This is an optimization exercise on Yosys and OpenROAD, whose aim is small area, not a production implementation. Where RTL was checked, it was by simulation tests only, not by an equivalence proof against the original. The RTL of run 6 was laid out without a check of its function.

File: flow/config.mk
export PLATFORM = sky130hd
export DESIGN_NAME = main
export DESIGN_NICKNAME = main
export VERILOG_FILES = /design/flow/design.v
export SDC_FILE = /design/flow/constraint.sdc
export NUM_CORES = 4
export LEC_CHECK = 0
export CAP_MARGIN = 20
export CORE_MARGIN = 2
export CORE_UTILIZATION = 40
export PLACE_DENSITY = 0.6
export SLEW_MARGIN = 20
File: flow/constraint.sdc
create_clock -name core_clock -period 7.0 [get_ports {clk}]
set_input_delay 1.4000 -clock core_clock [delete_from_list [all_inputs] [get_ports {clk}]]
set_output_delay 1.4000 -clock core_clock [all_outputs]
set_load 0.01 [all_outputs]
File: flow/design.v
`timescale 1ns/1ps
`default_nettype none
module half_adder_1(a, b, sum, c_out);
input wire a, b;
output logic sum, c_out;
always_comb begin
  sum = a ^ b; 
  c_out = a & b;
end
endmodule
`timescale 1ns/1ps
`default_nettype none
module full_adder_1(a, b, c_in, sum, c_out);
input wire a, b, c_in;
output logic sum, c_out;
logic a_bar;
logic b_bar;
logic c_in_bar;
always_comb begin
  a_bar = ~a;
  b_bar = ~b;
  c_in_bar = ~c_in;
  sum = (a_bar & b_bar & c_in) | (a_bar & b & c_in_bar) | (a & b_bar & c_in_bar) | (a & b & c_in);
  c_out = (b & c_in) | (a & b) | (a & c_in);
end
endmodule
`timescale 1ns/1ps
`default_nettype none
module full_adder_2(a, b, sum, c_out);
input wire [1:0] a, b;
output logic [1:0] sum;
output logic c_out;
logic half_adder_1_0_c_out;
half_adder_1 HALF_ADDER_1_0 (.a(a[0]), .b(b[0]), .sum(sum[0]), .c_out(half_adder_1_0_c_out));
full_adder_1 FULL_ADDER_1_0 (.a(a[1]), .b(b[1]), .c_in(half_adder_1_0_c_out), .sum(sum[1]), .c_out(c_out));
endmodule
`timescale 1ns/1ps
`default_nettype none
module full_adder_3(a, b, c_in, sum, c_out);
input wire [2:0] a;
input wire b, c_in;
output logic [2:0] sum;
output logic c_out;
logic full_adder_1_0_c_out;
logic full_adder_1_1_c_out;
full_adder_1 FULL_ADDER_1_0 (.a(a[0]), .b(b), .c_in(c_in), .sum(sum[0]), .c_out(full_adder_1_0_c_out));
full_adder_1 FULL_ADDER_1_1 (.a(a[1]), .b(1'b0), .c_in(full_adder_1_0_c_out), .sum(sum[1]), .c_out(full_adder_1_1_c_out));
full_adder_1 FULL_ADDER_1_2 (.a(a[2]), .b(1'b0), .c_in(full_adder_1_1_c_out), .sum(sum[2]), .c_out(c_out));
endmodule
`timescale 1ns/1ps
`default_nettype none
module adder_8_1_bits(a, sum, c_out);
input wire [7:0] a;
output logic [2:0] sum;
output logic c_out;
logic full_adder_1_0_sum, full_adder_1_0_c_out, full_adder_1_1_sum, full_adder_1_1_c_out, full_adder_2_0_c_out;
logic [1:0] full_adder_2_0_sum;
full_adder_1 FULL_ADDER_1_0(.a(a[0]), .b(a[1]), .c_in(a[2]), .sum(full_adder_1_0_sum), .c_out(full_adder_1_0_c_out));
full_adder_1 FULL_ADDER_1_1(.a(a[3]), .b(a[4]), .c_in(a[5]), .sum(full_adder_1_1_sum), .c_out(full_adder_1_1_c_out));
full_adder_2 FULL_ADDER_2_0(.a({full_adder_1_0_c_out, full_adder_1_0_sum}), .b({full_adder_1_1_c_out, full_adder_1_1_sum}), .sum(full_adder_2_0_sum), .c_out(full_adder_2_0_c_out));
full_adder_3 FULL_ADDER_3_0(.a({full_adder_2_0_c_out, full_adder_2_0_sum}), .b(a[6]), .c_in(a[7]), .sum(sum), .c_out(c_out));
endmodule
`timescale 1ns/1ps
`default_nettype none
module comparator(live, neighbors, out);
input wire live;
input wire [2:0] neighbors;
output logic out;
always_comb begin
  out = (live & ~neighbors[2] & neighbors[1] & ~neighbors[0]) | (~neighbors[2] & neighbors[1] & neighbors[0]);
end
endmodule
`default_nettype none
`timescale 1ns/1ps
module conway_cell(clk, rst, ena, state_0, state_d, state_q, neighbors);
input wire clk;
input wire rst;
input wire ena;
input wire state_0;
output logic state_d;  
output logic state_q;
input wire [7:0] neighbors;
logic [2:0] sum;
logic c_out;
adder_8_1_bits ADDER_8_1(
    .a(neighbors),
    .sum(sum),
    .c_out(c_out)
    );
comparator COMPARATOR(
    .live(state_q),
    .neighbors(sum),
    .out(state_d)
    );
always_ff @(posedge clk ) begin
    if (rst == 1) begin
        state_q <= state_0;
    end
    else if (ena == 1) begin
        state_q <= state_d;
    end
end
endmodule
`timescale 1ns/1ps
module decoder_1_to_2(ena, in, out);
input wire ena;
input wire in;
output logic [1:0] out;
logic in_bar;
always_comb begin
  out[1] = in & ena;
  in_bar = ~ in;
  out[0] = in_bar & ena;
end
endmodule
`timescale 1ns/1ps
module decoder_2_to_4(ena, in, out);
input wire ena;
input wire [1:0] in;
output logic [3:0] out;
logic b_bar;
logic [1:0] decoder_0_out;
logic [1:0] decoder_1_out;
decoder_1_to_2 DECODER_0 (.ena(b_bar), .in(in[0]), .out(decoder_0_out[1:0]));
decoder_1_to_2 DECODER_1 (.ena(in[1]), .in(in[0]), .out(decoder_1_out[1:0]));
always_comb begin
    b_bar = ~ in[1];
    out[3] = decoder_1_out[1] & ena;
    out[2] = decoder_1_out[0] & ena;
    out[1] = decoder_0_out[1] & ena;
    out[0] = decoder_0_out[0] & ena;
end
endmodule
`timescale 1ns/1ps
module decoder_3_to_8(ena, in, out);
input wire ena;
input wire [2:0] in;
output logic [7:0] out;
logic c_bar;
logic [3:0] decoder_0_out;
logic [3:0] decoder_1_out;
decoder_2_to_4 DECODER_0 (.ena(c_bar), .in(in[1:0]), .out(decoder_0_out));
decoder_2_to_4 DECODER_1 (.ena(in[2]), .in(in[1:0]), .out(decoder_1_out));
always_comb begin
  c_bar = ~in[2];
  out[7] = decoder_1_out[3] & ena;
  out[6] = decoder_1_out[2] & ena;
  out[5] = decoder_1_out[1] & ena;
  out[4] = decoder_1_out[0] & ena;
  out[3] = decoder_0_out[3] & ena;
  out[2] = decoder_0_out[2] & ena;
  out[1] = decoder_0_out[1] & ena;
  out[0] = decoder_0_out[0] & ena;
end
endmodule
`default_nettype none
`timescale 1ns/1ps
module led_array_driver(ena, x, cells, rows, cols);
parameter N=8;  
parameter ROWS=N;
parameter COLS=N;
input wire ena;
input wire [$clog2(N):0] x;
input wire [N*N-1:0] cells;
output logic [N-1:0] rows;
output logic [N-1:0] cols;
initial begin
  if ((N <= 0) || (N > 8)) begin
    $error("N must be within 0 and 8.");
  end
  if (ROWS != COLS) begin
    $error("Non square led arrays are not supported. (%dx%d)", ROWS, COLS);
  end
  if (ROWS < N) begin
    $error("ROWS/COLS must be >= than the size of the Conway Grid.");
  end
end
wire [N-1:0] x_decoded;
decoder_3_to_8 COL_DECODER(ena, x[$clog2(N)-1:0], x_decoded);
always_comb begin
  cols = x_decoded;
  rows[0] = ~cells[x*ROWS];
  rows[1] = ~cells[x*ROWS + 1];
  rows[2] = ~cells[x*ROWS + 2];
  rows[3] = ~cells[x*ROWS + 3];
  rows[4] = ~cells[x*ROWS + 4];
  rows[5] = ~cells[x*ROWS + 5];
  rows[6] = ~cells[x*ROWS + 6];
  rows[7] = ~cells[x*ROWS + 7];
end
endmodule
`default_nettype none  
module main(clk, buttons, init_cells, leds, rgb, cols, rows);
parameter game_divider = 8;  
parameter display_divider = 2;  
parameter N = 8;  
parameter M = N + 2;  
initial if (N < 3) $error("N has to be >= 3 to make for interesting patterns.");
initial if (M !== (N+2)) $error("M must N+2=%d, not %d", N+2,M);  
input wire clk;
input wire [1:0] buttons;
logic rst; always_comb rst = buttons[0];  
input wire [N*N-1:0] init_cells;  
output logic [1:0] leds;
output logic [2:0] rgb;
output wire [N-1:0] cols;
output wire [N-1:0] rows;
logic [game_divider:0] game_counter;
logic [display_divider:0] display_counter;
logic rst_game; always_comb rst_game = buttons[0] | buttons[1];
logic step_game;
logic [$clog2(N):0] x;
wire [M*M-1:0] bordered_cells_q;  
wire [M*M-1:0] bordered_cells_d; 
logic [M*M-1:0] bordered_cells_0;  
logic [N*N-1:0] cells_q;  
logic [N*N-1:0] cells_0;  
always_comb begin : io_logic 
    leds[0] = buttons[0] ^ buttons[1];
    leds[1] = buttons[0] & buttons[1];
    rgb[0] = ~( buttons[0] & ~buttons[1]);
    rgb[1] = ~(~buttons[0] &  buttons[1]);
    rgb[2] = ~( buttons[0] &  buttons[1]);
end
led_array_driver #(.ROWS(N), .COLS(N), .N(N)) LED_DRIVER (
  .ena(1'b1),
  .cells(cells_q),
  .x(x),
  .rows(rows[N-1:0]),
  .cols(cols[N-1:0])
);
generate
  genvar r;
  for (r = 0; r < M; r = r + 1) begin : init_rows
    if ((r == 0) || (r == M-1)) begin : border_row
      always_comb bordered_cells_0[M*(r+1)-1:M*r] = 0;
    end else begin : inner_row
      always_comb bordered_cells_0[M*(r+1)-1:M*r] = {1'b0, init_cells[N*r-1:N*(r-1)], 1'b0};
    end
  end
endgenerate
function int cell_index(int i, int j);
  cell_index = M*j + i;
endfunction
generate
  genvar i;
  genvar j;
  for (i = 0; i < M; i = i + 1) begin : cells_x
    for (j = 0; j < M; j = j + 1) begin : cells_y
      if ( (i > 0) && (i < (M-1)) && (j > 0) && (j < (M-1)) ) begin
        conway_cell CELL(
          .clk(clk), .rst(rst_game), .ena(step_game),
          .neighbors({
            bordered_cells_q[cell_index(i-1, j-1)],
            bordered_cells_q[cell_index(i-1, j  )],
            bordered_cells_q[cell_index(i-1, j+1)],
            bordered_cells_q[cell_index(i  , j+1)],
            bordered_cells_q[cell_index(i+1, j+1)],
            bordered_cells_q[cell_index(i+1, j  )],
            bordered_cells_q[cell_index(i+1, j-1)],
            bordered_cells_q[cell_index(i  , j-1)]
          }),
          .state_0(bordered_cells_0[cell_index(i, j)]),
          .state_d(bordered_cells_d[cell_index(i, j)]),
          .state_q(bordered_cells_q[cell_index(i, j)])
        );
      end else begin  
        assign bordered_cells_q[cell_index(i,j)] = bordered_cells_0[cell_index(i,j)];
        assign bordered_cells_d[cell_index(i,j)] = 0;
      end
    end
  end
  for (i = 0; i < N; i = i + 1) begin
    always_comb begin
        cells_q[N*(i+1)-1:N*i] = bordered_cells_q[M*(i+2)-2:M*(i+1)+1];
        cells_0[N*(i+1)-1:N*i] = bordered_cells_0[M*(i+2)-2:M*(i+1)+1];
    end
  end
endgenerate
parameter faster_divider = 15;
always_ff @(posedge clk) begin : clocks_and_dividers  
  if (rst) begin
      game_counter <= 0;
      display_counter <= 0;
      x <= 0;
  end
  else begin
      if (game_counter[game_divider]) begin
        game_counter <= 0;
      end
      else begin 
        game_counter <= game_counter + 1;
      end
      if(display_counter[display_divider]) begin
        display_counter <= 0;
        if(x >= (N-1)) begin
          x <= 0;
        end
        else begin
          x <= x + 1;
        end
      end
      else begin
        display_counter <= display_counter + 1;
      end
  end
end  
always_comb step_game = game_counter[game_divider];  
endmodule
`default_nettype wire  
File: flow/run.sh
#!/bin/bash
# synth_recipe.tcl (not shown) runs the flow's synth.tcl, then flattens the netlist and writes it again
# the make line also repeats each setting of config.mk as NAME=value (left out here)
make -C /OpenROAD-flow-scripts/flow DESIGN_CONFIG=/design/flow/config.mk WORK_HOME=/design/flow/orfs CLKGATE_MAP_FILE= SYNTH_SCRIPT=/design/flow/synth_recipe.tcl finish
==> results of run 1 <==
logic make-up after synthesis:
kind of cell / after synthesis
simple gates: 103
mux: 18
compound gates: 145
fa+ha+maj: 347
flops: 80
xor+xnor: 45
buf+inv: 394
sequential cells by signal, indices dropped and copies added (netlist names):
register                              count
game_counter                              9
display_counter                           3
x                                         4
cells_x.cells_y.genblk1.CELL.state_q     64
cells in the final DEF (no fill, tap or decap), drive strengths merged, types with 9 or more instances in the layout:
cell type,instances
ha,151
a21oi,48
a31o,42
clkdlybuf4s50,87
mux4,16
inv,374
nor2b,45
fa,196
o21ai,14
xor2,37
dfxtp,16
edfxtp,64
o211ai,12
nand2,28
clkbuf,9
o22ai,14
cells in the mapped netlist:
cell type / instances / share of area
nor3b_1: 2 / 0.0013
mux4_2: 3 / 0.0057
clkbuf_1: 6 / 0.0019
a21o_1: 8 / 0.0050
o31ai_1: 1 / 0.00063
nand4_1: 1 / 0.00052
nand2_1: 28 / 0.0088
nor2b_1: 45 / 0.024
o2111ai_1: 6 / 0.0044
and2_1: 5 / 0.0026
dfxtp_1: 16 / 0.027
buf_12: 1 / 0.0017
buf_6: 1 / 0.00094
ha_1: 151 / 0.16
or4_1: 1 / 0.00063
clkinv_1: 1 / 0.00031
fa_1: 196 / 0.33
o22ai_1: 14 / 0.0073
buf_1: 1 / 0.00031
or3_1: 3 / 0.0016
clkbuf_2: 1 / 0.00042
a31o_2: 42 / 0.031
buf_4: 2 / 0.0013
edfxtp_1: 64 / 0.16
mux2_2: 2 / 0.0019
inv_1: 369 / 0.12
xor2_1: 37 / 0.027
o21ai_0: 14 / 0.0059
xnor2_1: 8 / 0.0059
nor4_1: 1 / 0.00052
nor2_1: 4 / 0.0013
buf_2: 12 / 0.0050
mux4_1: 13 / 0.029
nand3_1: 5 / 0.0021
a21oi_1: 48 / 0.020
or2_2: 1 / 0.00052
nand2b_1: 5 / 0.0026
nand3b_1: 1 / 0.00063
nor3_1: 1 / 0.00042
o211ai_1: 12 / 0.0075
layout make-up:
class | instances | area (sq um) | share of cell area
clock buffers | 9 | 225 | 0.0166
repair buffers | 91 | 921 | 0.0680
well taps | 390 | 488 | 0.0361
clock inverters | 7 | 71.3 | 0.00527
flip-flops and latches | 80 | 2240 | 0.166
multi-input cells | 658 | 8200 | 0.606
inverters | 370 | 1390 | 0.103
routing by layer:
metal / global-route usage / routed length (um) / vias to the layer above
li1: - / - / 3650
met1: 0.227 / 11100 / 3824
met2: 0.303 / 12600 / 105
met3: 0.0189 / 714 / 12
met4: 0.0279 / 199 / 0
met5: 0 / 0 / -
path summary, 6_finish.rpt:
| check | start | end | slack (ns) | depth (start not counted) |
|---|---|---|---|---|
| hold reg to reg | display_counter[0] | display_counter[0] | 0.42 | 1 |
| setup reg to reg | cells_x[6].cells_y[7].genblk1.CELL.state_q | cells_x[7].cells_y[6].genblk1.CELL.state_q | 3.95 | 11 |
| hold / removal | display_counter[0] | display_counter[0] | 0.42 | 1 |
| setup / recovery | buttons[0] | leds[0] | 2.50 | 4 |
worst reg2reg max path: cells and delay by family (launching register included):
kind | cells | cell delay [ns]
adder cells (fa/ha/maj) | 4 | 1.41
flip-flops | 1 | 0.52
buffers and inverters | 4 | 0.43
AO/OA/AOI/OAI | 2 | 0.32
XOR/XNOR | 1 | 0.14
==> results_dict.tcl, run 1 <==
set metrics [dict create \
    run_status "finished clean" \
    cts_resized 0 \
    syn_nets 1546 \
    cp-end-kind "primary output" \
    setup_slack_ns 2.50 \
    fin_util 0.458 \
    synth_adder_area_share 0.487 \
    syn_to_final_growth_pct 13.3 \
    num_io_pins 88 \
    post-route-drc-count 0 \
    path_delay_family "buffers and inverters" \
    overflow 0 \
    num_vias 7591 \
    num_rows 63 \
    synth_top_family_by_area "adder cells" \
    cts_sinks 80 \
    synth_warnings 9 \
    yosys.area_share.xor_xnor 0.0330 \
    setup_viol_count_final 0 \
    clock-skew-final_ns 0.00870 \
    fin_crit_sh 0.643 \
    max-cap-violations 0 \
    hold_class "flop to flop" \
    cts_tree "built" \
    layout.cells.non_filler 1605 \
    clkLatencyLatePin_ns 0.36 \
    cts_max_path_buffers 2 \
    grt_setup_unrepaired "false" \
    nets 1624 \
    crit_required_ns 5.60 \
    crit_buf_inv 3 \
    wire_per_inst_um 15.3 \
    initial_core_util 0.404 \
    design.core.area_sq_um 29600 \
    max_stage_delay_ns 0.72 \
    layout_min_cycle_time_ns 4.50 \
    path_cells "clkdlybuf4s50_1 -> inv_1 -> ha_4 -> clkdlybuf4s50_1" \
    ys_seq_area_frac 0.188 \
    dpl_cell_area_sq_um 13200 \
    critPathLaunchType "primary input" \
    final_area_sq_um 13500 \
    dp.final_hpwl_um 19200 \
    max_slew_margin 0.487 \
    antenna_cells 0 \
    fillers 2808 \
    cts.clk_slew.worst_paths_ns 0.08 \
    ys_ff_latch 80 \
    ant_nets 0 \
    arrival_ns 3.10 \
    synth_compound_area_frac 0.0817 \
    drt_iter0_drc 298 \
    synth_cell_types 40 \
    crit_type "primary input to primary output" \
    grt_max_degree 66 \
    cts-root-buf "clkbuf_16" \
    dp.cells 1588 \
    cts-buffers-inserted 9 \
    crit_top_cell "clkdlybuf4s50_1" \
    hold_slack_ns 0.423 \
    synthesis.area_sq_um 11900 \
    hold_viol 0 \
    drive_above_1_share 0.0576 \
    die_area_sq_um 31300 \
    fin_setup_tns_ns 0 \
    fmax_mhz 222 \
    tightest_slew_ns 0.768 \
    chipWidth_um 177 \
    synth.avg_cell_area_sq_um 10.6 \
    critPathMaxFanout 12 \
    routabilityCongestion 0.779 \
    synthMuxAreaShare 0.0361 \
    h-tree-depth 3 \
    slew_viol_final 0 \
    placement.io_buffers 87 \
    routed_wl_um 24500 \
    synthCells 1132 \
    grt_pass1_wl_um 41500 \
    antenna_found_initial 0 \
    hold_buffers 0 \
    die_h_um 177 \
    cp_slowest_cell "clkdlybuf4s50_1" \
    synth-simple-area-share 0.0470 \
    pre_cts_ws_ns 2.49 \
    first_pass_iters 4 \
    grt_pass1_vias 8035 \
    vias_per_cell 4.73 \
    post_cts_buffers 0 \
    grt_use_total 0.170 \
]
==> run 2, diff against run 1 <==
==> flow/design.v (replaced) <==
`default_nettype none
module main(clk, buttons, init_cells, leds, rgb, cols, rows);
input wire clk;
input wire [1:0] buttons;
input wire [63:0] init_cells;
output logic [1:0] leds;
output logic [2:0] rgb;
output logic [7:0] cols;
output logic [7:0] rows;
logic [63:0] cells;
logic [8:0] game_counter;
logic [2:0] display_counter;
logic [2:0] x;
logic pending;           
logic [2:0] first_row;   
logic [7:0] first_old;   
logic [7:0] prev_old;    
logic rst, load, step, adv;
always_comb begin
  rst = buttons[0];
  load = buttons[0] | buttons[1];
  step = game_counter[8];
  adv = display_counter[2];
end
always_comb begin
  leds[0] = buttons[0] ^ buttons[1];
  leds[1] = buttons[0] & buttons[1];
  rgb[0] = ~( buttons[0] & ~buttons[1]);
  rgb[1] = ~(~buttons[0] &  buttons[1]);
  rgb[2] = ~( buttons[0] &  buttons[1]);
end
logic [2:0] s, t, t1;
logic [7:0] w0, w1, w2;
always_comb begin
  s = x - 3'd1 + {2'd0, adv};
  t = s + 3'd1;
  t1 = s + 3'd2;
  w0 = cells[8*s +: 8];
  w1 = cells[8*t +: 8];
  w2 = cells[8*t1 +: 8];
  rows = ~(adv ? w0 : w1);
  cols = 8'd1 << x;
end
logic [7:0] above, below, center, next_row;
logic [1:0] v [0:9];
logic [3:0] tot;
integer k;
always_comb begin
  center = w1;
  if (t == 3'd0) above = 8'd0;
  else if (step) above = w0;
  else above = prev_old;
  if (t == 3'd7) below = 8'd0;
  else if (!step && (t1 == first_row)) below = first_old;
  else below = w2;
  v[0] = 2'd0;
  v[9] = 2'd0;
  for (k = 0; k < 8; k = k + 1)
    v[k+1] = {1'b0, above[k]} + {1'b0, center[k]} + {1'b0, below[k]};
  for (k = 0; k < 8; k = k + 1) begin
    tot = {2'd0, v[k]} + {2'd0, v[k+1]} + {2'd0, v[k+2]};
    next_row[k] = (tot == 4'd3) | (center[k] & (tot == 4'd4));
  end
end
logic upd;
always_comb upd = step | (pending & adv & (t != first_row));
integer y;
always_ff @(posedge clk) begin
  if (rst) begin
    game_counter <= 9'd0;
    display_counter <= 3'd0;
    x <= 3'd0;
  end else begin
    game_counter <= step ? 9'd0 : game_counter + 9'd1;
    display_counter <= adv ? 3'd0 : display_counter + 3'd1;
    if (adv) x <= x + 3'd1;
  end
  if (load) begin
    cells <= init_cells;
    pending <= 1'b0;
  end else begin
    if (upd) cells[8*t +: 8] <= next_row;
    if (step) pending <= 1'b1;
    else if (adv && (t == first_row)) pending <= 1'b0;
  end
  if (step) begin
    first_row <= t;
    first_old <= w1;
  end
  if (step | adv) prev_old <= w1;
end
endmodule
`default_nettype wire
==> run 2 against run 1 <==
Effect of this change:
- die area shrank 36%
- sequential share of layout area grew 15 points
- first-iteration DRC count grew 50%
- synthesized cell count shrank 40%
- largest cell class unchanged
- via count shrank 21%
- core utilization grew 1.9 points
- final cell count shrank 39%
- global-route usage grew 6.4 points
- fmax shrank 30%
==> results_dict.tcl, run 2 <==
set metrics [dict create \
    drt_iter0_drc 448 \
    cts.clk_slew.worst_paths_ns 0.08 \
    routabilityCongestion 1.01 \
    fin_setup_tns_ns 0 \
    hold_viol 0 \
    slew_viol_final 0 \
    routed_wl_um 23000 \
    multi_input_area_sq_um 4120 \
    largest_register_ffs 64 \
    grt_use_total 0.234 \
    fin_crit_sh 0.918 \
    antenna_found_initial 0 \
    first_pass_iters 7 \
    grt_pass1_wl_um 34800 \
    grt_pass1_vias 5739 \
    synth.avg_cell_area_sq_um 11.1 \
    antenna_cells 0 \
    arrival_ns 6.60 \
    run_status "finished clean" \
    synth_edf_count 83 \
    die_area_sq_um 19900 \
    overflow 0 \
    num_vias 5981 \
    synth_flop_cell "edfxtp_1" \
    cts-root-buf "clkbuf_16" \
    synth_area_leader_cell "edfxtp_1" \
    cp-end-kind "flop" \
    registers.top_by_ff_count "cells" \
    setup_viol_count_final 0 \
    num_rows 50 \
    crit_type "flop to flop" \
    synthCells 680 \
    cts_max_path_buffers 2 \
    cts_sinks 99 \
    synth_warnings 2 \
    syn_to_final_growth_pct 17.6 \
    die_h_um 141 \
    drive_above_1_share 0.101 \
    wire_per_inst_um 23.3 \
    yosysMostFrequentCell "inv_1" \
    num_io_pins 88 \
    vias_per_cell 6.06 \
    final_common_cell "inv_1" \
    synth_area_leaders "edfxtp_1 (33%), o221ai_1 (6.4%), mux4_2 (6.3%)" \
    layout_min_cycle_time_ns 6.42 \
    synth_cell_types 57 \
    post_cts_buffers 0 \
    ant_nets 0 \
    clkLatencyLatePin_ns 0.36 \
    max_slew_margin 0.239 \
    grt_max_degree 96 \
    grtUsageMet2 0.360 \
    placement.io_buffers 87 \
    grt_setup_unrepaired "false" \
    met3_usage 0.0319 \
    dp.final_hpwl_um 17400 \
    ys_ff_latch 99 \
    max-cap-violations 0 \
    tightest_slew_ns 1.14 \
    synthArstFlopShare 0 \
    nets 870 \
    seq_area_sq_um 2810 \
    initial_core_util 0.405 \
    synth_top_cells_by_count "inv_1 (102), edfxtp_1 (83), nand3_1 (55), o221ai_1 (55)" \
    synth_top_cell_area_share 0.331 \
    fillers 1667 \
    syn_nets 802 \
    crit_required_ns 7.18 \
    reg_top3 "cells: 64 flops, game_counter: 9 flops" \
    h-tree-depth 3 \
    cts-buffers-inserted 9 \
    critPathMaxFanout 15 \
    post-route-drc-count 0 \
    setup_slack_ns 0.577 \
    cts_resized 0 \
    pre_cts_ws_ns 0.632 \
    grt_use_met1 0.335 \
    ys_seq_area_frac 0.374 \
    fmax_mhz 156 \
    critPathLaunchType "flop" \
    design.core.area_sq_um 18600 \
    busiest_layer "met2" \
    cts_tree "built" \
    hold_class "flop to flop" \
    clock-skew-final_ns 0.00683 \
    hold_buffers 0 \
    synthesis.area_sq_um 7530 \
    final_cell_mix "inv_1 (102), clkdlybuf4s50_1 (87), edfxtp_1 (83), nand3_1 (55), o221ai_1 (55)" \
    chipWidth_um 141 \
]
-- run 2: cell types whose count changed in the layout (fill, tap and decap cells not counted), moves of 34 or more --
cell      delta
inv_1      -267
fa_1       -175
ha_1       -118
o221ai_1    +55
nand3_1     +50
a21oi_1     -44
a31o_2      -41
nor2b_1     -37
mux2i_1     +34
-- run 2: worst max-delay path: stages, from the launching register on --
cell       delay [ns]
dfxtp_1          0.40
inv_1            0.13
ha_4             0.17
ha_1             0.29
inv_2            0.21
ha_1             0.22
xor3_2           0.42
inv_2            0.30
mux2_2           0.46
inv_1            0.10
fa_1             0.45
fa_1             0.54
inv_1            0.04
ha_1             0.19
fa_1             0.53
inv_1            0.09
fa_1             0.54
inv_1            0.05
a2111oi_0        0.63
a32oi_4          0.21
o221ai_1         0.25
-- run 2: stage by stage --
| step | utilization | area (sq um) | instances | hold slack (ns) |
|---|---|---|---|---|
| 2_1_floorplan | - | 7530 | 680 | 0.400 |
| 3_3_place_gp | 0.461 | 8560 | 971 | 0.414 |
| 3_5_place_dp | 0.461 | 8560 | 971 | 0.423 |
| 4_1_cts | 0.476 | 8850 | 987 | 0.435 |
| 5_1_grt | 0.476 | 8850 | 987 | 0.463 |
| 6_report | 0.476 | 8850 | 987 | 0.429 |
-- run 2: layout make-up --
cell class / instances / area share
sequential: 99 / 0.318
multi-input combinational: 437 / 0.465
inverter: 104 / 0.0441
timing repair buffer: 97 / 0.107
clock buffer: 9 / 0.0254
tap: 234 / 0.0331
clock inverter: 7 / 0.00735
-- run 2: final timing paths --
kind              slack (ns)            endpoint                from  depth (start not counted)
setup / recovery        0.58            cells[9]                x[0]                         20
hold reg to reg         0.43  display_counter[0]  display_counter[0]                          1
setup reg to reg        0.58            cells[9]                x[0]                         20
hold / removal          0.43  display_counter[0]  display_counter[0]                          1
-- run 2: layer usage --
| layer | share of wire | vias to the layer above | routed length [um] |
|---|---|---|---|
| met2 | 0.46 | 225 | 10700 |
| met4 | 0.034 | 0 | 783 |
| met5 | 0 | - | 0 |
| li1 | - | 2702 | - |
| met3 | 0.061 | 38 | 1420 |
| met1 | 0.44 | 3016 | 10200 |
-- run 2: cells by family after synthesis --
family	share of synthesized area
compound gates	0.141
xor+xnor	0.0180
fa+ha+maj	0.112
buf+inv	0.0821
flops	0.374
mux	0.159
simple gates	0.114
==> run 3, diff against run 2 <==
--- a/flow/config.mk
+++ b/flow/config.mk
@@ -5,6 +5,7 @@
 export SDC_FILE = /design/flow/constraint.sdc
 export NUM_CORES = 4
 export LEC_CHECK = 0
+export ABC_AREA = 1
 export CAP_MARGIN = 20
 export CORE_MARGIN = 2
 export CORE_UTILIZATION = 40
==> run 3 against run 2 <==
Effect of this change:
- global-route usage is 0.85 points higher
- synthesized area is 6.9% higher
- critical endpoint is now cells[49]
- highest routed layer unchanged
- final cell count is 40% higher
- fmax is 1.3% lower
- clock-buffer cell count is 2 higher
==> results_dict.tcl, run 3 <==
set metrics [dict create \
    cts_sinks 99 \
    grtUsageMet2 0.405 \
    reg_top3 "cells: 64 flops, game_counter: 9 flops" \
    antenna_found_initial 0 \
    fin_util 0.478 \
    first_pass_iters 6 \
    ant_nets 0 \
    max_slew_margin 0.403 \
    routabilityCongestion 0.964 \
    final_common_cell "nand2_1" \
    crit_required_ns 7.22 \
    setup_viol_count_final 0 \
    cts-root-buf "clkbuf_16" \
    registers.top_by_ff_count "cells" \
    hold_start "display_counter[0]" \
    synth.avg_cell_area_sq_um 7.62 \
    synth_area_leaders "edfxtp_1 (31%), nand2_1 (11%), a21oi_1 (7.7%)" \
    crit_buf_inv 6 \
    pre_cts_ws_ns 0.554 \
    wire_per_inst_um 18.7 \
    max_stage_delay_ns 0.61 \
    synth_top_cells_by_count "nand2_1 (238), a21oi_1 (123), nor2_1 (120)" \
    hold_buffers 0 \
    tightest_slew_ns 0.896 \
    fmax_mhz 154 \
    critPathLaunchType "flop" \
    cp-end-kind "flop" \
    met3_usage 0.0323 \
    reg2reg_to "cells[49]" \
    synthCells 1055 \
    dp.final_hpwl_um 20100 \
    synth_edf_count 83 \
    num_rows 51 \
    slew_viol_final 0 \
    reg2reg_from "display_counter[2]" \
    run_status "finished clean" \
    max-cap-violations 0 \
    clock-skew-final_ns 0.0134 \
    synthArstFlopShare 0 \
    synth_warnings 2 \
    clkLatencyLatePin_ns 0.36 \
    routed_wl_um 25800 \
    grt_max_degree 79 \
    die_h_um 146 \
    initial_core_util 0.411 \
    crit_top_cell "inv_1" \
    ys_ff_latch 99 \
    reg2reg_slack_ns 0.49 \
    drive_above_1_share 0.0933 \
    final_cell_mix "nand2_1 (238), a21oi_1 (123), nor2_1 (120), inv_1 (94), clkdlybuf4s50_1 (87)" \
    cts-buffers-inserted 9 \
    cp_slowest_cell "dfxtp_1" \
    fin_crit_sh 0.929 \
    h-tree-depth 3 \
    grt_setup_unrepaired "false" \
    antenna_cells 0 \
    cts_max_path_buffers 2 \
    placement.io_buffers 87 \
    path_delay_family "adder cells" \
    overflow 0 \
    synth_top_cell_area_share 0.310 \
    cts_tree "built" \
    synth_flop_cell "edfxtp_1" \
    design.core.area_sq_um 19600 \
    synth_cell_types 45 \
    syn_to_final_growth_pct 16.3 \
    grt_use_met1 0.331 \
    num_io_pins 88 \
    r2r_cells 28 \
    grt_use_total 0.243 \
    post_cts_buffers 0 \
    ys_seq_area_frac 0.350 \
    setup_slack_ns 0.495 \
    arrival_ns 6.72 \
    hold_class "flop to flop" \
    drt_iter0_drc 814 \
    grt_pass1_wl_um 39800 \
    largest_register_ffs 64 \
    hold_slack_ns 0.423 \
    post-route-drc-count 0 \
    hold_path_depth 1 \
    die_area_sq_um 21300 \
    busiest_layer "met2" \
    fillers 2042 \
    synthesis.area_sq_um 8040 \
    hold_viol 0 \
    syn_nets 1177 \
    chipWidth_um 146 \
    cp.depth 28 \
    fin_setup_tns_ns 0 \
    nets 1232 \
    cts.clk_slew.worst_paths_ns 0.07 \
    cts_resized 0 \
    yosysMostFrequentCell "nand2_1" \
    num_vias 7452 \
    hold_path_end "display_counter[0]" \
    crit_type "flop to flop" \
    critPathMaxFanout 16 \
    layout_min_cycle_time_ns 6.51 \
    synth_area_leader_cell "edfxtp_1" \
    vias_per_cell 5.40 \
    grt_pass1_vias 7094 \
]
[run 3: cell types whose count changed in the layout (fill, tap and decap cells not counted), sizes merged, moves of 9 or more]
cell,change
nor3,+9
mux2i,-34
nand3,+40
nor2,+103
nand2,+234
mux4,-32
o221ai,-47
a21oi,+117
o21ai,+36
o22ai,+10
a211oi,-9
[run 3: cells by family (layout without fill, tap and decap cells)]
group / count (synthesis) / in the layout / synth area share
xor gates and xnor gates: 5 / 5 / 0.00638
buffers and inverters: 158 / 218 / 0.0888
DFF: 99 / 99 / 0.350
AOI/OAI and AO/OA: 214 / 214 / 0.147
adders and majority gates: 55 / 55 / 0.105
and+or+nand+nor: 524 / 524 / 0.303
[run 3: how the worst max path moves through the flow]
stage,from,endpoint,slack [ns]
6_report,display_counter[2],cells[49],0.49
5_1_grt,display_counter[2],cells[49],0.02
4_1_cts,display_counter[2],cells[17],0.52
3_5_place_dp,display_counter[2],cells[17],0.55
3_3_place_gp,display_counter[2],cells[17],0.68
2_1_floorplan,display_counter[2],cells[49],0.79
[run 3: metrics by stage]
step | cell area [sq um] | instances
finish | 9360 | 1380
global placement | 9040 | 1364
global route | 9360 | 1380
floorplan | 8040 | 1055
CTS | 9360 | 1380
detailed placement | 9040 | 1364
[run 3: routing by layer]
metal	vias up	share of wire
li1	3630	-
met5	-	0
met2	306	0.48
met4	0	0.023
met1	3477	0.43
met3	39	0.072
[run 3: area by class of cell]
type,count,area [sq um],share of cell area
multi-input cells,798,4540,0.485
flip-flops and latches,99,2810,0.301
repair buffers,98,953,0.102
inverters,104,410,0.0439
well taps,265,332,0.0354
clock buffers,11,264,0.0282
clock inverters,5,48.8,0.00521
==> run 4, diff against run 3 <==
--- a/flow/design.v
+++ b/flow/design.v
@@ -29,42 +29,48 @@
   rgb[1] = ~(~buttons[0] &  buttons[1]);
   rgb[2] = ~( buttons[0] &  buttons[1]);
 end
-logic [2:0] s, t, t1;
+logic [2:0] t;
+logic [7:0] dt;
 logic [7:0] w0, w1, w2;
+integer j;
 always_comb begin
-  s = x - 3'd1 + {2'd0, adv};
-  t = s + 3'd1;
-  t1 = s + 3'd2;
-  w0 = cells[8*s +: 8];
-  w1 = cells[8*t +: 8];
-  w2 = cells[8*t1 +: 8];
+  t = x + {2'd0, adv};
+  dt = 8'd1 << t;
+  w0 = 8'd0; w1 = 8'd0; w2 = 8'd0;
+  for (j = 0; j < 8; j = j + 1) begin
+    w0 = w0 | ({8{dt[(j+1)%8]}} & cells[8*j +: 8]);
+    w1 = w1 | ({8{dt[j]}} & cells[8*j +: 8]);
+    w2 = w2 | ({8{dt[(j+7)%8]}} & cells[8*j +: 8]);
+  end
   rows = ~(adv ? w0 : w1);
   cols = 8'd1 << x;
 end
 logic [7:0] above, below, center, next_row;
-logic [1:0] v [0:9];
-logic [3:0] tot;
+logic [7:0] u0, u1;      
+logic [9:0] v0, v1;      
+logic l0, lc, hs, hc;
 integer k;
 always_comb begin
   center = w1;
-  if (t == 3'd0) above = 8'd0;
+  if (dt[0]) above = 8'd0;
   else if (step) above = w0;
   else above = prev_old;
-  if (t == 3'd7) below = 8'd0;
-  else if (!step && (t1 == first_row)) below = first_old;
+  if (dt[7]) below = 8'd0;
+  else if (!step && (t + 3'd1 == first_row)) below = first_old;
   else below = w2;
-  v[0] = 2'd0;
-  v[9] = 2'd0;
-  for (k = 0; k < 8; k = k + 1)
-    v[k+1] = {1'b0, above[k]} + {1'b0, center[k]} + {1'b0, below[k]};
+  v0[0] = 1'b0; v1[0] = 1'b0; v0[9] = 1'b0; v1[9] = 1'b0;
   for (k = 0; k < 8; k = k + 1) begin
-    tot = {2'd0, v[k]} + {2'd0, v[k+1]} + {2'd0, v[k+2]};
-    next_row[k] = (tot == 4'd3) | (center[k] & (tot == 4'd4));
+    {u1[k], u0[k]} = {1'b0, above[k]} + {1'b0, below[k]};
+    {v1[k+1], v0[k+1]} = {1'b0, above[k]} + {1'b0, center[k]} + {1'b0, below[k]};
+  end
+  for (k = 0; k < 8; k = k + 1) begin
+    {lc, l0} = {1'b0, v0[k]} + {1'b0, v0[k+2]} + {1'b0, u0[k]};
+    {hc, hs} = {1'b0, v1[k]} + {1'b0, v1[k+2]} + {1'b0, u1[k]};
+    next_row[k] = ~hc & (hs ^ lc) & (l0 | center[k]);
   end
 end
 logic upd;
 always_comb upd = step | (pending & adv & (t != first_row));
-integer y;
 always_ff @(posedge clk) begin
   if (rst) begin
     game_counter <= 9'd0;
@@ -73,13 +79,14 @@
   end else begin
     game_counter <= step ? 9'd0 : game_counter + 9'd1;
     display_counter <= adv ? 3'd0 : display_counter + 3'd1;
-    if (adv) x <= x + 3'd1;
+    x <= t;
   end
   if (load) begin
     cells <= init_cells;
     pending <= 1'b0;
   end else begin
-    if (upd) cells[8*t +: 8] <= next_row;
+    for (int y = 0; y < 8; y++)
+      if (upd & dt[y]) cells[8*y +: 8] <= next_row;
     if (step) pending <= 1'b1;
     else if (adv && (t == first_row)) pending <= 1'b0;
   end
--- a/flow/config.mk
+++ b/flow/config.mk
@@ -5,7 +5,6 @@
 export SDC_FILE = /design/flow/constraint.sdc
 export NUM_CORES = 4
 export LEC_CHECK = 0
-export ABC_AREA = 1
 export CAP_MARGIN = 20
 export CORE_MARGIN = 2
 export CORE_UTILIZATION = 40
==> run 4 against run 3 <==
Effect of this change:
- die area shrank 6.0%
- synthesized cell count decreased by 24%
- clock-buffer cell count up 1
- fmax rose by 12%
==> results_dict.tcl, run 4 <==
set metrics [dict create \
    run_status "finished clean" \
    syn_to_final_growth_pct 18.5 \
    cts_resized 0 \
    placement.io_buffers 87 \
    synthesis.area_sq_um 7550 \
    arrival_ns 4.43 \
    registers.top_by_ff_count "cells" \
    nets 972 \
    vias_per_cell 5.95 \
    grt_pass1_vias 6061 \
    largest_register_ffs 64 \
    critPathMaxFanout 21 \
    max_slew_margin 0.291 \
    chipWidth_um 141 \
    synth_warnings 1 \
    fin_crit_sh 0.832 \
    first_pass_iters 5 \
    grt_use_total 0.223 \
    synth.avg_cell_area_sq_um 9.41 \
    grt_max_degree 52 \
    cts_sinks 99 \
    fmax_mhz 172 \
    hold_buffers 0 \
    cts-root-buf "clkbuf_16" \
    final_area_sq_um 8950 \
    hold_viol 0 \
    crit_required_ns 5.60 \
    max_stage_delay_ns 0.84 \
    routed_wl_um 21700 \
    synth_top_cell_area_share 0.330 \
    ys_seq_area_frac 0.373 \
    synth_area_leader_cell "edfxtp_1" \
    path_cells "buf_4 -> ha_1 -> ha_1 -> inv_1 -> nor2_1 -> ha_1 -> buf_4 -> a22o_1 -> nor2_1 -> a32o_1 -> clkdlybuf4s50_1" \
    synth_edf_count 83 \
    num_io_pins 88 \
    max-cap-violations 0 \
    routabilityCongestion 0.897 \
    synth_cell_types 68 \
    dp.cells 1086 \
    antenna_found_initial 1 \
    layout.cells.non_filler 1102 \
    grt_pass1_wl_um 34000 \
    ys_ff_latch 99 \
    synthCells 802 \
    setup_viol_count_final 0 \
    clkLatencyLatePin_ns 0.35 \
    cp-end-kind "primary output" \
    crit_type "flop to primary output" \
    die_h_um 141 \
    post_cts_buffers 0 \
    dp.final_hpwl_um 15800 \
    layout_min_cycle_time_ns 5.83 \
    hold_class "flop to flop" \
    h-tree-depth 3 \
    critPathLaunchType "flop" \
    drive_above_1_share 0.0910 \
    ant_nets 0 \
    grt_setup_unrepaired "false" \
    yosysMostFrequentCell "edfxtp_1" \
    synthArstFlopShare 0 \
    num_vias 6556 \
    dpl_cell_area_sq_um 8670 \
    wire_per_inst_um 19.7 \
    cts.clk_slew.worst_paths_ns 0.07 \
    final_common_cell "clkdlybuf4s50_1" \
    cts-buffers-inserted 9 \
    cts_max_path_buffers 2 \
    drt_iter0_drc 616 \
    cts_tree "built" \
    synth_top_cells_by_count "edfxtp_1 (83), nor3_1 (68), a21oi_1 (62), nor2_1 (62), nor2b_1 (47)" \
    die_area_sq_um 20000 \
    design.core.area_sq_um 18600 \
    initial_core_util 0.405 \
    synth_flop_cell "edfxtp_1" \
    antenna_cells 0 \
    synth_area_leaders "edfxtp_1 (33%), fa_1 (5.3%), nor3_1 (4.5%)" \
    tightest_slew_ns 1.05 \
    syn_nets 911 \
    cp_slowest_cell "ha_1" \
    final_cell_mix "clkdlybuf4s50_1 (87), edfxtp_1 (83), nor3_1 (68), nor2_1 (62), a21oi_1 (62)" \
    overflow 0 \
    clock-skew-final_ns 0.00789 \
    fin_setup_tns_ns 0 \
    crit_top_cell "ha_1" \
    fin_util 0.480 \
    reg_top3 "cells: 64 flops, game_counter: 9 flops" \
    slew_viol_final 0 \
    post-route-drc-count 0 \
    num_rows 50 \
]
==> run 4: cell count changes in the layout (fill, tap and decap cells not counted), moves of 18 or more <==
cell,delta
a21oi_1,-61
a22oi_1,+18
a31oi_1,+23
inv_1,-63
mux2i_1,+31
nand2_1,-196
nand2_2,-22
nand3_1,-62
nand3_2,-19
nor2_1,-58
nor2b_1,+47
nor3_1,+50
o21ai_0,-40
==> run 4: cell type report <==
| class | count | area [sq um] |
|---|---|---|
| fillers | 1769 | 9690 |
| inverters | 32 | 120 |
| well taps | 234 | 293 |
| multi-input cells | 606 | 4360 |
| repair buffers | 115 | 1080 |
| clock buffers | 12 | 256 |
| clock inverters | 4 | 23.8 |
| flip-flops and latches | 99 | 2810 |
==> run 4: worst paths after layout <==
kind | from | end | slack [ns] | cells past startpoint
setup / recovery | display_counter[2] | rows[4] | 1.17 | 11
hold / removal | display_counter[0] | display_counter[0] | 0.44 | 1
setup reg to reg | display_counter[2] | cells[14] | 1.31 | 15
hold reg to reg | display_counter[0] | display_counter[0] | 0.44 | 1
==> run 4: critical path: cells and delay by family, from the launching register on <==
family	cells	cell delay, ns
AOI/OAI and AO/OA	2	0.61
and+or+nand+nor	2	0.28
buffers and inverters	4	1.08
DFF	1	0.30
adders and majority gates	3	1.78
==> run 4: per-layer routing <==
| layer | GRT usage | wire length [um] |
|---|---|---|
| met4 | 0.0911 | 717 |
| met1 | 0.305 | 9380 |
| met2 | 0.353 | 10000 |
| met3 | 0.0385 | 1560 |
| met5 | 0 | 13 |
==> run 4: through the flow <==
stage,hold WS (ns),setup WS (ns)
3_3_place_gp,0.420,1.57
6_report,0.436,1.17
2_1_floorplan,0.400,2.04
5_1_grt,0.450,0.946
4_1_cts,0.437,1.27
3_5_place_dp,0.425,1.42
==> run 4: kinds of logic (layout without fill, tap and decap cells) <==
kind of cell,count (synthesis),count (layout),share of synthesized area
buffers and inverters,97,163,0.0534
DFF,99,99,0.373
AOI/OAI and AO/OA,202,202,0.183
and+or+nand+nor,298,298,0.209
muxes,46,46,0.0679
xor gates and xnor gates,18,18,0.0237
adders and majority gates,42,42,0.0895
==> run 5, diff against run 4 <==
==> flow/flow/run.sh (new file) <==
#!/bin/bash
# Layout flow: the standard flow (standard.sh), with two changes:
#  - synthesis maps the logic with the area-oriented ABC script in
#    flow/abc_area.script instead of ORFS's speed script (the registers are
#    mapped before ABC runs, so they are the standard synthesis's);
#  - the port buffers are sky130_fd_sc_hd__buf_1 cells.
# Each step's full output goes to a log file in the work folder.
set -euo pipefail
W=$PWD
cat > "$W/area_synth.tcl" <<EOF
proc abc {args} {
  set i [lsearch -exact \$args -script]
  if {\$i >= 0} { set args [lreplace \$args \$i [expr {\$i + 1}] -script $W/flow/abc_area.script] }
  yosys abc {*}\$args
}
source $W/synth_recipe.tcl
EOF
sed "s#SYNTH_SCRIPT=[^ ]*#SYNTH_SCRIPT=$W/area_synth.tcl#" standard.sh > area_standard.sh
grep -q "SYNTH_SCRIPT=$W/area_synth.tcl" area_standard.sh
export BUFFER_PORTS_ARGS="-buffer_cell sky130_fd_sc_hd__buf_1"
bash area_standard.sh synth > "$W/synth.log" 2>&1
bash area_standard.sh > "$W/layout.log" 2>&1
test -f out/final.def
==> flow/flow/abc_area.script (new file) <==
strash
dch
map -a
strash
dch
map -a
topo
stime -c
==> flow/standard.sh (new file) <==
#!/bin/bash
# synth_recipe.tcl (not shown) runs the flow's synth.tcl, then flattens the netlist and writes it again
# the make line also repeats each setting of config.mk as NAME=value (left out here)
make -C /OpenROAD-flow-scripts/flow DESIGN_CONFIG=/design/flow/config.mk WORK_HOME=/design/flow/orfs CLKGATE_MAP_FILE= SYNTH_SCRIPT=/design/flow/synth_recipe.tcl "${@:-finish}"
removed: flow/run.sh
==> run 5 against run 4 <==
Effect of this change:
- still clean
- fmax is 1.6% lower
- wire length is 14% lower
- final cell count is 12% lower
- synthesized area is 21% lower
- synthesized cell count is 18% lower
==> results_dict.tcl, run 5 <==
set metrics [dict create \
    synth_flop_cell "edfxtp_1" \
    setup_slack_ns 1.08 \
    max-cap-violations 0 \
    grt_pass1_wl_um 29000 \
    ant_nets 0 \
    layout_min_cycle_time_ns 5.92 \
    h-tree-depth 3 \
    tightest_slew_ns 0.914 \
    num_io_pins 88 \
    cts_max_path_buffers 2 \
    initial_core_util 0.410 \
    chipWidth_um 126 \
    nets 888 \
    dp.final_hpwl_um 13400 \
    yosysMostFrequentCell "nand2_1" \
    synth_top_family_by_area "simple AND/OR/NAND/NOR gates" \
    ys_ff_latch 99 \
    die_h_um 126 \
    syn_nets 768 \
    drive_above_1_share 0.0536 \
    routabilityCongestion 0.965 \
    synthMuxAreaShare 0 \
    synth-simple-area-share 0.177 \
    synthArstFlopShare 0 \
    layout.cells.non_filler 968 \
    synth_edf_count 83 \
    grt_max_degree 71 \
    clkLatencyLatePin_ns 0.36 \
    overflow 0 \
    fmax_mhz 169 \
    critPathMaxFanout 20 \
    routed_wl_um 18600 \
    pre_cts_ws_ns 1.23 \
    fin_setup_tns_ns 0 \
    hold_buffers 0 \
    critPathLaunchType "flop" \
    synth_adder_area_share 0.113 \
    num_vias 5368 \
    synth_compound_area_frac 0.164 \
    reg_top3 "cells: 64 flops, game_counter: 9 flops" \
    synth.avg_cell_area_sq_um 9.04 \
    design.core.area_sq_um 14500 \
    vias_per_cell 5.55 \
    hold_viol 0 \
    fin_util 0.483 \
    synthesis.area_sq_um 5960 \
    synth_top_cell_area_share 0.418 \
    cts_tree "built" \
    synth_area_leaders "edfxtp_1 (42%), nand2_1 (11%), fa_1 (6.7%)" \
    cts-root-buf "clkbuf_16" \
    final_common_cell "nand2_1" \
    placement.io_buffers 87 \
    dp.cells 952 \
    hold_slack_ns 0.429 \
    crit_type "flop to primary output" \
    run_status "finished clean" \
    post_cts_buffers 0 \
    registers.top_by_ff_count "cells" \
    hold_start "display_counter[0]" \
    drt_iter0_drc 578 \
    reg2reg_slack_ns 1.09 \
    slew_viol_final 0 \
    hold_path_end "display_counter[0]" \
    cts_sinks 99 \
    reg2reg_to "cells[45]" \
    wire_per_inst_um 19.3 \
    num_rows 44 \
    largest_register_ffs 64 \
    antenna_cells 0 \
    antenna_found_initial 0 \
    grt_use_total 0.238 \
    cts.clk_slew.worst_paths_ns 0.07 \
    fillers 1421 \
    hold_class "flop to flop" \
    synth_top_cells_by_count "nand2_1 (182), clkinv_1 (100), edfxtp_1 (83)" \
    grt_setup_unrepaired "false" \
    max_slew_margin 0.384 \
    final_cell_mix "nand2_1 (182), clkinv_1 (99), buf_1 (87), edfxtp_1 (83), nor2_1 (44)" \
    yosys.area_share.xor_xnor 0.0103 \
    cp-end-kind "primary output" \
    clock-skew-final_ns 0.0102 \
    hold_path_depth 1 \
    die_area_sq_um 15900 \
    syn_to_final_growth_pct 17.7 \
    cts-buffers-inserted 9 \
    r2r_cells 20 \
    synthCells 659 \
    fin_crit_sh 0.846 \
    crit_required_ns 5.60 \
    setup_viol_count_final 0 \
    first_pass_iters 7 \
    cts_resized 0 \
    grt_pass1_vias 5224 \
    arrival_ns 4.52 \
    ys_seq_area_frac 0.472 \
    reg2reg_from "display_counter[2]" \
    synth_warnings 1 \
    synth_area_leader_cell "edfxtp_1" \
    synth_cell_types 32 \
    post-route-drc-count 0 \
]
-- run 5: cell count changes after synthesis, sizes merged, moves of 20 or more --
cell	change
nand2	+140
buf	-36
mux2i	-31
clkinv	+100
inv	-32
clkbuf	-28
a31oi	-20
a21oi	-43
nor2b	-47
nor3	-48
-- run 5: through the flow --
step                      cell area (sq um)
after global routing                   7020
after detailed placement               6690
after CTS                              7010
final                                  7020
after global placement                 6690
after floorplan                        5960
-- run 5: final cells by class --
cell class,instances,area (sq um),share of cell area
Clock inverter,4,72.6,0.0103
Timing Repair Buffer,110,499,0.0712
Sequential cell,99,2810,0.401
Multi-Input combinational cell,459,2770,0.395
Clock buffer,12,256,0.0366
Inverter,100,377,0.0537
Tap cell,184,230,0.0328
-- run 5: worst max-delay path by stage --
stage,startpoint,slack [ns],cells after the start,end
2_1_floorplan,display_counter[2],2.07,17,cells[13]
3_3_place_gp,display_counter[2],1.46,20,cells[13]
3_5_place_dp,display_counter[2],1.23,20,cells[29]
4_1_cts,display_counter[2],1.12,16,rows[2]
5_1_grt,display_counter[2],0.78,18,cells[12]
6_report,display_counter[2],1.08,16,rows[2]
-- run 5: routing by layer --
metal | global-route usage | routed length (um)
met5 | 0 | 0
met3 | 0.0489 | 1680
met2 | 0.378 | 8540
met4 | 0.0879 | 493
met1 | 0.323 | 7930
-- run 5: worst max-delay path, stage by stage (launching register included) --
cell and delay, ns:
dfxtp_1 0.30, buf_4 0.20, ha_1 0.20, ha_1 0.19, or2_2 0.29, nand2_1 0.18
clkinv_1 0.25, nand2_1 0.12, buf_4 0.25, clkinv_1 0.24, buf_4 0.27, nand2_1 0.07
nand2_1 0.06, nor4_1 0.62, clkinv_1 0.33, o21ai_0 0.38, buf_1 0.19
-- run 5: kinds of logic (layout without fill, tap and decap cells) --
kind of cell	count (synthesis)	after routing
and+or+nand+nor	263	263
xor gates and xnor gates	7	7
buffers and inverters	101	226
AOI/OAI and AO/OA	147	147
DFF	99	99
adders and majority gates	42	42
==> run 6, diff against run 5 <==
==> flow/design.v (replaced) <==
`default_nettype none
module main(clk, buttons, init_cells, leds, rgb, cols, rows);
input wire clk;
input wire [1:0] buttons;
input wire [63:0] init_cells;
output logic [1:0] leds;
output logic [2:0] rgb;
output logic [7:0] cols;
output logic [7:0] rows;
logic [63:0] dead;         
logic [7:0] game_lo;       
logic game_hi;             
logic [2:0] display_counter;
logic [2:0] x;
logic [2:0] todo;          
logic [7:0] first_old;     
logic [7:0] prev_old;      
logic rst, load, step, adv;
always_comb begin
  rst = buttons[0];
  load = buttons[0] | buttons[1];
  step = game_hi;
  adv = display_counter[2];
end
always_comb begin
  leds[0] = buttons[0] ^ buttons[1];
  leds[1] = buttons[0] & buttons[1];
  rgb[0] = ~( buttons[0] & ~buttons[1]);
  rgb[1] = ~(~buttons[0] &  buttons[1]);
  rgb[2] = ~( buttons[0] &  buttons[1]);
end
logic [2:0] t;
logic [7:0] dt;
logic [7:0] w0, w1, w2;
integer j;
always_comb begin
  t = x + {2'd0, adv};
  dt = 8'd1 << t;
  w0 = 8'd0; w1 = 8'd0; w2 = 8'd0;
  for (j = 0; j < 8; j = j + 1) begin
    w0 = w0 | ({8{dt[(j+1)%8]}} & ~dead[8*j +: 8]);
    w1 = w1 | ({8{dt[j]}} & ~dead[8*j +: 8]);
    w2 = w2 | ({8{dt[(j+7)%8]}} & ~dead[8*j +: 8]);
  end
  rows = ~(adv ? w0 : w1);
  cols = 8'd1 << x;
end
logic [7:0] above, below, center, next_row;
logic [7:0] u0, u1;      
logic [9:0] v0, v1;      
logic l0, lc, hs, hc;
integer k;
always_comb begin
  center = w1;
  if (dt[0]) above = 8'd0;
  else if (step) above = w0;
  else above = prev_old;
  if (dt[7]) below = 8'd0;
  else if (!step && (todo == 3'd1)) below = first_old;
  else below = w2;
  v0[0] = 1'b0; v1[0] = 1'b0; v0[9] = 1'b0; v1[9] = 1'b0;
  for (k = 0; k < 8; k = k + 1) begin
    {u1[k], u0[k]} = {1'b0, above[k]} + {1'b0, below[k]};
    {v1[k+1], v0[k+1]} = {1'b0, above[k]} + {1'b0, center[k]} + {1'b0, below[k]};
  end
  for (k = 0; k < 8; k = k + 1) begin
    {lc, l0} = {1'b0, v0[k]} + {1'b0, v0[k+2]} + {1'b0, u0[k]};
    {hc, hs} = {1'b0, v1[k]} + {1'b0, v1[k+2]} + {1'b0, u1[k]};
    next_row[k] = ~hc & (hs ^ lc) & (l0 | center[k]);
  end
end
logic [7:0] game_lo_next;
logic game_lo_last;
always_comb begin
  game_lo_next = {game_lo[6:0], game_lo[7] ^ game_lo[5] ^ game_lo[4] ^ game_lo[3] ^ (game_lo[6:0] == 7'd0)};
  game_lo_last = (game_lo == 8'h80);
end
logic upd;
logic [7:0] we;
always_comb begin
  upd = ~load & (step | (adv & (todo != 3'd0)));
  we = dt & {8{upd}};
end
always_ff @(posedge clk) begin
  if (rst) begin
    game_lo <= 8'd0;
    game_hi <= 1'b0;
    display_counter <= 3'd0;
    x <= 3'd0;
  end else begin
    game_lo <= step ? 8'd0 : game_lo_next;
    game_hi <= ~step & game_lo_last;
    display_counter <= adv ? 3'd0 : display_counter + 3'd1;
    x <= t;
  end
  for (int y = 0; y < 8; y++)
    if (load | we[y])
      dead[8*y +: 8] <= ~((init_cells[8*y +: 8] & {8{load}}) | (next_row & {8{we[y]}}));
  if (load) todo <= 3'd0;
  else if (step) todo <= 3'd7;
  else if (adv && (todo != 3'd0)) todo <= todo - 3'd1;
  if (step) first_old <= w1;
  if (step | adv) prev_old <= w1;
end
endmodule
`default_nettype wire
--- a/flow/config.mk
+++ b/flow/config.mk
@@ -8,5 +8,6 @@
 export CAP_MARGIN = 20
 export CORE_MARGIN = 2
 export CORE_UTILIZATION = 40
+export CTS_BUF_LIST = sky130_fd_sc_hd__clkbuf_8
 export PLACE_DENSITY = 0.6
 export SLEW_MARGIN = 20
==> run 6 against run 5 <==
Effect of this change:
- hold slack got worse by 0.0032 ns
- critical endpoint is now rows[5]
- core utilization decreased by 0.91 points
- die area decreased by 3.4%
- highest routed layer unchanged
==> results_dict.tcl, run 6 <==
set metrics [dict create \
    cp-end-kind "primary output" \
    largest_register_ffs 64 \
    tightest_slew_ns 1.10 \
    setup_viol_count_final 0 \
    cts.clk_slew.worst_paths_ns 0.11 \
    grt_pass1_wl_um 28000 \
    cts_max_path_buffers 2 \
    cts_sinks 98 \
    registers.top_by_ff_count "dead" \
    first_pass_iters 7 \
    synth_edf_count 80 \
    antenna_found_initial 0 \
    synth_warnings 1 \
    syn_nets 688 \
    crit_required_ns 5.60 \
    critPathMaxFanout 21 \
    dp.final_hpwl_um 13300 \
    num_rows 43 \
    antenna_cells 0 \
    layout_min_cycle_time_ns 5.80 \
    overflow 0 \
    synth.avg_cell_area_sq_um 9.90 \
    synth_top_cells_by_count "edfxtp_1 (80), clkinv_1 (79), o22ai_1 (74)" \
    design.core.area_sq_um 14000 \
    synth_area_leaders "edfxtp_1 (42%), a22oi_1 (8.4%), o22ai_1 (8.0%)" \
    grt_setup_unrepaired "false" \
    max-cap-violations 0 \
    crit_type "flop to primary output" \
    die_area_sq_um 15400 \
    cts_tree "built" \
    synth_cell_types 27 \
    fin_setup_tns_ns 0 \
    grt_max_degree 66 \
    num_vias 5394 \
    final_common_cell "buf_1" \
    post_cts_buffers 0 \
    hold_path_depth 2 \
    ant_nets 0 \
    nets 803 \
    slew_viol_final 0 \
    hold_class "flop to flop" \
    fmax_mhz 172 \
    drt-met1-wl_um 8110 \
    wl_met2_um 8310 \
    routabilityCongestion 0.931 \
    dr_wl_met3_um 1350 \
    initial_core_util 0.411 \
    drt_iter0_drc 571 \
    synthesis.area_sq_um 5750 \
    routed_wl_um 18300 \
    synth_top_cell_area_share 0.418 \
    synthArstFlopShare 0 \
    final_cell_mix "buf_1 (87), edfxtp_1 (80), clkinv_1 (79), o22ai_1 (74), nor2_1 (71)" \
    h-tree-depth 3 \
    max_slew_margin 0.265 \
    chipWidth_um 124 \
    clock-skew-final_ns 0.0142 \
    syn_to_final_growth_pct 15.2 \
    arrival_ns 4.40 \
    hold_viol 0 \
    hold_buffers 0 \
    placement.io_buffers 87 \
    ys_ff_latch 98 \
    top_layer "met4" \
    clkLatencyLatePin_ns 0.39 \
    drive_above_1_share 0.0542 \
    synthCells 581 \
    grt_use_total 0.247 \
    critPathLaunchType "flop" \
    ys_seq_area_frac 0.480 \
    cts-buffers-inserted 9 \
    r2r_cells 22 \
    final_area_sq_um 6630 \
    dpl_cell_area_sq_um 6430 \
    cts_resized 0 \
    die_h_um 124 \
    num_io_pins 88 \
    run_status "finished clean" \
    synth_flop_cell "edfxtp_1" \
    synth_area_leader_cell "edfxtp_1" \
    cts-root-buf "clkbuf_8" \
    wire_per_inst_um 20.8 \
    vias_per_cell 6.12 \
    yosysMostFrequentCell "edfxtp_1" \
    grt_pass1_vias 5091 \
    fin_crit_sh 0.829 \
    post-route-drc-count 0 \
]
[run 6: changes by cell type after synthesis, sizes merged, moves of 8 or more]
cell | before | now
nand2 | 182 | 29
a22oi | 29 | 64
clkinv | 100 | 79
nor2 | 44 | 71
a221oi | 9 | 1
o22ai | 18 | 74
nor4 | 4 | 19
[run 6: critical path, stage by stage, from the launching register on]
cell and delay (ns):
dfxtp_1 0.32, buf_4 0.20, ha_1 0.20, ha_1 0.19
or2_2 0.29, nand2_1 0.14, clkinv_1 0.16, nand2_1 0.54
buf_4 0.34, o22ai_1 0.10, nor4_1 0.86, clkinv_1 0.24
o21ai_0 0.24, buf_1 0.18
[run 6: final timing paths]
path	startpoint	to	slack (ns)
min	game_lo[6]	game_lo[7]	0.43
max	display_counter[2]	rows[5]	1.20
max reg2reg	display_counter[2]	dead[1]	1.38
min reg2reg	game_lo[6]	game_lo[7]	0.43
[run 6: metrics by stage]
stage	std cells	util	hold slack [ns]	setup slack [ns]
6_report	881	0.474	0.426	1.20
5_1_grt	881	0.474	0.442	0.973
4_1_cts	881	0.474	0.424	1.30
3_5_place_dp	865	0.460	0.416	1.58
3_3_place_gp	865	0.460	0.407	1.79
2_1_floorplan	581	-	0.396	2.07
[run 6: cell families after synthesis]
logic type,Yosys count,synth area share
fa+ha+maj,40,0.108
buf+inv,79,0.0516
compound gates,204,0.231
simple gates,153,0.118
flops,98,0.480
xor+xnor,7,0.0107
[run 6: per-layer routing]
metal | up-vias | global-route usage
met5 | - | 0
met4 | 0 | 0.0815
met3 | 60 | 0.0440
met2 | 283 | 0.377
met1 | 2593 | 0.356
li1 | 2458 | -
[run 6: final cells by class]
class	instances	area (sq um)
sequential	98	2760
clock inverter	7	70.1
timing repair buffer	104	454
tap	180	225
inverter	79	297
multi-input combinational	404	2690
clock buffer	9	124
fill	1386	7360

==> static timing again, ports no longer ideal <==
The results above use ideal ports. As a check the final layouts listed here were re-extracted and re-timed, cells and wires unchanged.
Step 1 sets driving cells, clkbuf_16 on the clock port and buf_2 on the other inputs (assumed; they add their load-dependent delay and slew).
Step 2, shift: input delay + t, output delay - t, t = (earliest + latest rising clock arrival at the registers) / 2. This alone moves slack from input paths to output paths.
Three values: ideal, step 1, step 2; two values: the first two.
run	t, ns	setup WS [ns]	worst slew at a driven data input, ns
run 1	0.403	2.502 / 2.479 / 2.479	0.06
run 2	0.396	0.577 / 0.577 / 0.577	0.04
run 3	0.400	0.495 / 0.495 / 0.495	0.04
run 4	0.397	1.173 / 1.127 / 1.311	0.04
run 5	0.396	1.081 / 1.040 / 1.086	0.04
run 6	0.421	1.197 / 1.162 / 1.383	0.05
After both steps setup and hold are still met in every run listed. For run 1, which loses most, drivers alone change the setup slack by -0.023 ns; drivers and shift together by -0.023 ns.
